This is an optimization exercise on Yosys and OpenROAD, whose aim is small area and a short achievable clock period, not a production implementation. At most, simulation tests tie the RTL to the original design; equivalence was not proved.

==> v31: inputs <==
==> flow/design.v <==
module mult #(
    parameter DATA_WIDTH      = 6,
    parameter TAP_COEFF_WIDTH = 6
)(
    input  signed [DATA_WIDTH-1:0]      in,
    output signed [DATA_WIDTH-1:0]      out,
    input  signed [TAP_COEFF_WIDTH-1:0] tap_coeff
);
logic signed [TAP_COEFF_WIDTH + DATA_WIDTH - 2 : 0] mult_out;  
assign mult_out = ($signed(in) * $signed(tap_coeff));
assign out = $signed(mult_out[TAP_COEFF_WIDTH + DATA_WIDTH - 2 : TAP_COEFF_WIDTH - 1]);
endmodule
module add_sat #(
    parameter DATA_WIDTH = 6,
    parameter NUM_TAPS   = 2
)(
    input         [NUM_TAPS-1:0][DATA_WIDTH-1:0] in,
    output signed [DATA_WIDTH-1:0] out
);
localparam PAD_WIDTH = $clog2(NUM_TAPS);
logic signed [PAD_WIDTH+DATA_WIDTH-1:0] sum;
logic signed [DATA_WIDTH-1:0] sum_sat;
always @(*) begin
	sum = '0;
	for (integer i=0; i<NUM_TAPS; i+=1) begin
		sum += $signed(in[i]);
	end  
end  
always @(*) begin
	if      (sum >= $signed(  'b1 << (DATA_WIDTH-1)))  sum_sat = $signed(~('b1 << (DATA_WIDTH-1)));
	else if (sum <  $signed(-('b1 << (DATA_WIDTH-1)))) sum_sat = $signed(  'b1 << (DATA_WIDTH-1) );
	else                                               sum_sat = $signed(sum[DATA_WIDTH-1:0]);
end  
assign out = sum_sat;
endmodule
module fir_transpose_nom #(
    parameter DATA_WIDTH      = 5,
    parameter TAP_COEFF_WIDTH = 5,
    parameter NUM_TAPS        = 50
)(
    input                               clk,
    input                               rst,
    input  signed [DATA_WIDTH-1:0]      in,
    output signed [DATA_WIDTH-1:0]      out,
    input  [NUM_TAPS*TAP_COEFF_WIDTH-1:0] tap_coeffs
);
logic [NUM_TAPS-1:0][DATA_WIDTH-1:0] part_next;  
logic [NUM_TAPS-1:0][DATA_WIDTH-1:0] mult_out;
logic [NUM_TAPS-2:0][DATA_WIDTH-1:0] add_sat_out;
logic [DATA_WIDTH-1:0]               out_q;
always @ (posedge clk or posedge rst) begin
    if (rst) begin
        out_q     <= '0;
        part_next <= '0;
    end
    else begin
        out_q                 <= part_next[0];
        part_next[NUM_TAPS-1] <= mult_out[NUM_TAPS-1];
        for (integer i=0; i<NUM_TAPS-1; i+=1)
            part_next[i] <= add_sat_out[i];
    end
end
assign out = out_q;
genvar i;
for (i=0; i<NUM_TAPS; i=i+1) begin: mult
    mult #(
        .DATA_WIDTH(DATA_WIDTH),
        .TAP_COEFF_WIDTH(TAP_COEFF_WIDTH)
    ) mult (
        .in(in),
        .out(mult_out[i]),
        .tap_coeff(tap_coeffs[TAP_COEFF_WIDTH*i +: TAP_COEFF_WIDTH])
    );
end
for (i=0; i<NUM_TAPS-1; i=i+1) begin: add_sat
    wire [2*DATA_WIDTH-1:0] adder_in;
    assign adder_in[DATA_WIDTH +: DATA_WIDTH] = mult_out[i];
    assign adder_in[0 +: DATA_WIDTH]          = part_next[i+1];
    add_sat #(
        .DATA_WIDTH(DATA_WIDTH),
        .NUM_TAPS(2)
    ) add_sat (
        .in(adder_in),
        .out(add_sat_out[i])
    );
end
endmodule
==> flow/run.sh <==
#!/bin/bash
# synth_recipe.tcl (not shown) runs the flow's synth.tcl, then flattens the netlist and writes it again
# the make line also repeats each setting of config.mk as NAME=value (left out here)
make -C /OpenROAD-flow-scripts/flow DESIGN_CONFIG=/design/flow/config.mk WORK_HOME=/design/flow/orfs CLKGATE_MAP_FILE= SYNTH_SCRIPT=/design/flow/synth_recipe.tcl finish
==> flow/config.mk <==
export PLATFORM = sky130hd
export DESIGN_NAME = fir_transpose_nom
export DESIGN_NICKNAME = fir_transpose_nom
export VERILOG_FILES = /design/flow/design.v
export SDC_FILE = /design/flow/constraint.sdc
export NUM_CORES = 4
export LEC_CHECK = 0
export CAP_MARGIN = 20
export CORE_MARGIN = 2
export CORE_UTILIZATION = 40
export SLEW_MARGIN = 20
==> flow/constraint.sdc <==
create_clock -name core_clock -period 6.0 [get_ports {clk}]
set_input_delay 1.2000 -clock core_clock [delete_from_list [all_inputs] [get_ports {clk}]]
set_output_delay 1.2000 -clock core_clock [all_outputs]
set_load 0.01 [all_outputs]
==> v32: changes against v31 <==
==> flow/design.v, changed modules only <==
module mult (
    input  [4:0] x,
    input  [4:0] c,
    input  [4:0] s,
    output [5:0] t
);
    wire p0 = (x[0] & c[0]);
    wire p1 = (x[0] & c[1]);
    wire p2 = (x[1] & c[0]);
    wire p3 = (x[0] & c[2]);
    wire p4 = (x[1] & c[1]);
    wire p5 = (x[2] & c[0]);
    wire p6 = (x[0] & c[3]);
    wire p7 = (x[1] & c[2]);
    wire p8 = (x[2] & c[1]);
    wire p9 = (x[3] & c[0]);
    wire p10 = (x[1] & c[3]);
    wire p11 = (x[2] & c[2]);
    wire p12 = (x[3] & c[1]);
    wire p13 = ~(x[4] & c[0]);
    wire p14 = ~(x[0] & c[4]);
    wire p15 = s[0];
    wire p16 = (x[2] & c[3]);
    wire p17 = (x[3] & c[2]);
    wire p18 = ~(x[4] & c[1]);
    wire p19 = ~(x[1] & c[4]);
    wire p20 = s[1];
    wire p21 = (x[3] & c[3]);
    wire p22 = ~(x[4] & c[2]);
    wire p23 = ~(x[2] & c[4]);
    wire p24 = s[2];
    wire p25 = ~(x[4] & c[3]);
    wire p26 = ~(x[3] & c[4]);
    wire p27 = s[3];
    wire p28 = (x[4] & c[4]);
    wire p29 = ~s[4];
    wire s30 = p3 ^ p4 ^ p5;
    wire c31 = (p3 & p4) | (p3 & p5) | (p4 & p5);
    wire s32 = p6 ^ p7 ^ p8;
    wire c33 = (p6 & p7) | (p6 & p8) | (p7 & p8);
    wire s34 = p10 ^ p11 ^ p12;
    wire c35 = (p10 & p11) | (p10 & p12) | (p11 & p12);
    wire s36 = p13 ^ p14 ^ p15;
    wire c37 = (p13 & p14) | (p13 & p15) | (p14 & p15);
    wire s38 = p16 ^ p17 ^ p18;
    wire c39 = (p16 & p17) | (p16 & p18) | (p17 & p18);
    wire s40 = p19 ^ p20 ^ 1'b1;
    wire c41 = (p19 & p20) | (p19 & 1'b1) | (p20 & 1'b1);
    wire s42 = p21 ^ p22 ^ p23;
    wire c43 = (p21 & p22) | (p21 & p23) | (p22 & p23);
    wire s44 = p25 ^ p26 ^ p27;
    wire c45 = (p25 & p26) | (p25 & p27) | (p26 & p27);
    wire s46 = p28 ^ p29 ^ 1'b1;
    wire c47 = (p28 & p29) | (p28 & 1'b1) | (p29 & 1'b1);
    wire s48 = c31 ^ s32 ^ p9;
    wire c49 = (c31 & s32) | (c31 & p9) | (s32 & p9);
    wire s50 = c33 ^ s34 ^ s36;
    wire c51 = (c33 & s34) | (c33 & s36) | (s34 & s36);
    wire s52 = c35 ^ c37 ^ s38;
    wire c53 = (c35 & c37) | (c35 & s38) | (c37 & s38);
    wire s54 = c39 ^ c41 ^ s42;
    wire c55 = (c39 & c41) | (c39 & s42) | (c41 & s42);
    wire s56 = c51 ^ s52 ^ s40;
    wire c57 = (c51 & s52) | (c51 & s40) | (s52 & s40);
    wire s58 = c53 ^ s54 ^ p24;
    wire c59 = (c53 & s54) | (c53 & p24) | (s54 & p24);
    wire s60 = c55 ^ c43 ^ s44;
    wire c61 = (c55 & c43) | (c55 & s44) | (c43 & s44);
    wire s62 = c61 ^ c45 ^ s46;
    wire c63 = (c61 & c45) | (c61 & s46) | (c45 & s46);
    wire c64 = p1 & p2;
    wire c65 = s30 & c64;
    wire c66 = s48 & c65;
    wire [5:0] ra = {c63, s62, c59, c57, s56, c49};
    wire [5:0] rb = {c47, 1'b0, s60, s58, 1'b0, s50};
    assign t = ra + rb + {5'b0, c66};
endmodule
module add_sat (
    input  [5:0] t,      
    input        flip,   
    output [4:0] out
);
    wire t5 = t[5] ^ flip;
    wire ovf = t5 ^ t[4];
    assign out = ovf ? {t5, {4{~t5}}} : t[4:0];
endmodule
module fir_transpose_nom #(
    parameter DATA_WIDTH      = 5,
    parameter TAP_COEFF_WIDTH = 5,
    parameter NUM_TAPS        = 50
)(
    input                               clk,
    input                               rst,
    input  signed [DATA_WIDTH-1:0]      in,
    output signed [DATA_WIDTH-1:0]      out,
    input  [NUM_TAPS*TAP_COEFF_WIDTH-1:0] tap_coeffs
);
logic [NUM_TAPS-1:0][4:0] part_next;
logic [NUM_TAPS-1:0][4:0] tap_out;
logic [4:0]               out_q;
wire                      x_min = in[4] & ~|in[3:0];
always @ (posedge clk or posedge rst) begin
    if (rst) begin
        out_q     <= '0;
        part_next <= '0;
    end
    else begin
        out_q     <= part_next[0];
        part_next <= tap_out;
    end
end
assign out = out_q;
genvar i;
for (i=0; i<NUM_TAPS; i=i+1) begin: tap
    wire [4:0] c = tap_coeffs[5*i +: 5];
    wire [4:0] s = (i == NUM_TAPS-1) ? 5'b0 : part_next[(i+1)%NUM_TAPS];
    wire [5:0] t;
    mult mult (.x(in), .c(c), .s(s), .t(t));
    add_sat add_sat (.t(t), .flip(x_min & c[4] & ~|c[3:0]), .out(tap_out[i]));
end
endmodule
Settings changed: CORE_UTILIZATION 40 to 60, SETUP_SLACK_MARGIN set to 2.5.
==> results.toml <==
[status]
run_status = "finished clean"

[global_routing]
grt_use_total_pct = 34.0

[placed_design]
dp_worst_setup_slack_ns = 0.817
placed_cell_area_mm2 = 0.0485

[setup_path]
worst_path_max_delay_cell = "fa_2"

[routing]
wl_met1_um = 52000

[power_and_ir_drop]
p_switching_mw = 15.6

[sta]
min_period_ns = 4.13
That was v32.
==> results.toml <==
[global_routing]
grt_use_total_pct = 18.3

[synthesis]
synthXorXnorAreaFrac_pct = 9.35

[status]
run_status = "finished clean"

[setup_path]
worst_path_max_delay_cell = "fa_1"

[sta]
min_period_ns = 5.63

[routing]
wl_met1_um = 56600

[placed_design]
dp_worst_setup_slack_ns = -0.169
placed_cell_area_mm2 = 0.0649
That was v31.
The RTL of v31 was laid out without a check of its function.

[port drivers added, routing unchanged]
How much do the figures lean on ideal ports? The routed layouts below were timed once more, with nothing changed but the port constraints.
Step 1, drivers: a clkbuf_16 drives clk and a buf_2 each remaining input, both assumed.
Step 2 moves the port delays by t, midway between the first and last clock arrival at a register: inputs arrive t later, outputs are due t later. That takes back most of the time a late clock gives input paths.
Slacks: no drivers / after step 1 / after step 2; pairs: no drivers / after step 1.
run	t, ns	setup slack, ns	worst setup path after step 2	slew at the worst register clock pin (ns)	worst data-port slew with drivers (ns)
v31	0.626	0.371 / 0.421 / -0.205	input to register	0.06 / 0.06	0.13
v32	0.617	1.868 / 1.422 / 0.806	input to register	0.06 / 0.06	0.67
Met with ideal ports but missed after step 2: setup timing in v31. The setup slack of v32, which loses most, moves by -0.446 ns with the drivers and by -1.062 ns with both steps.
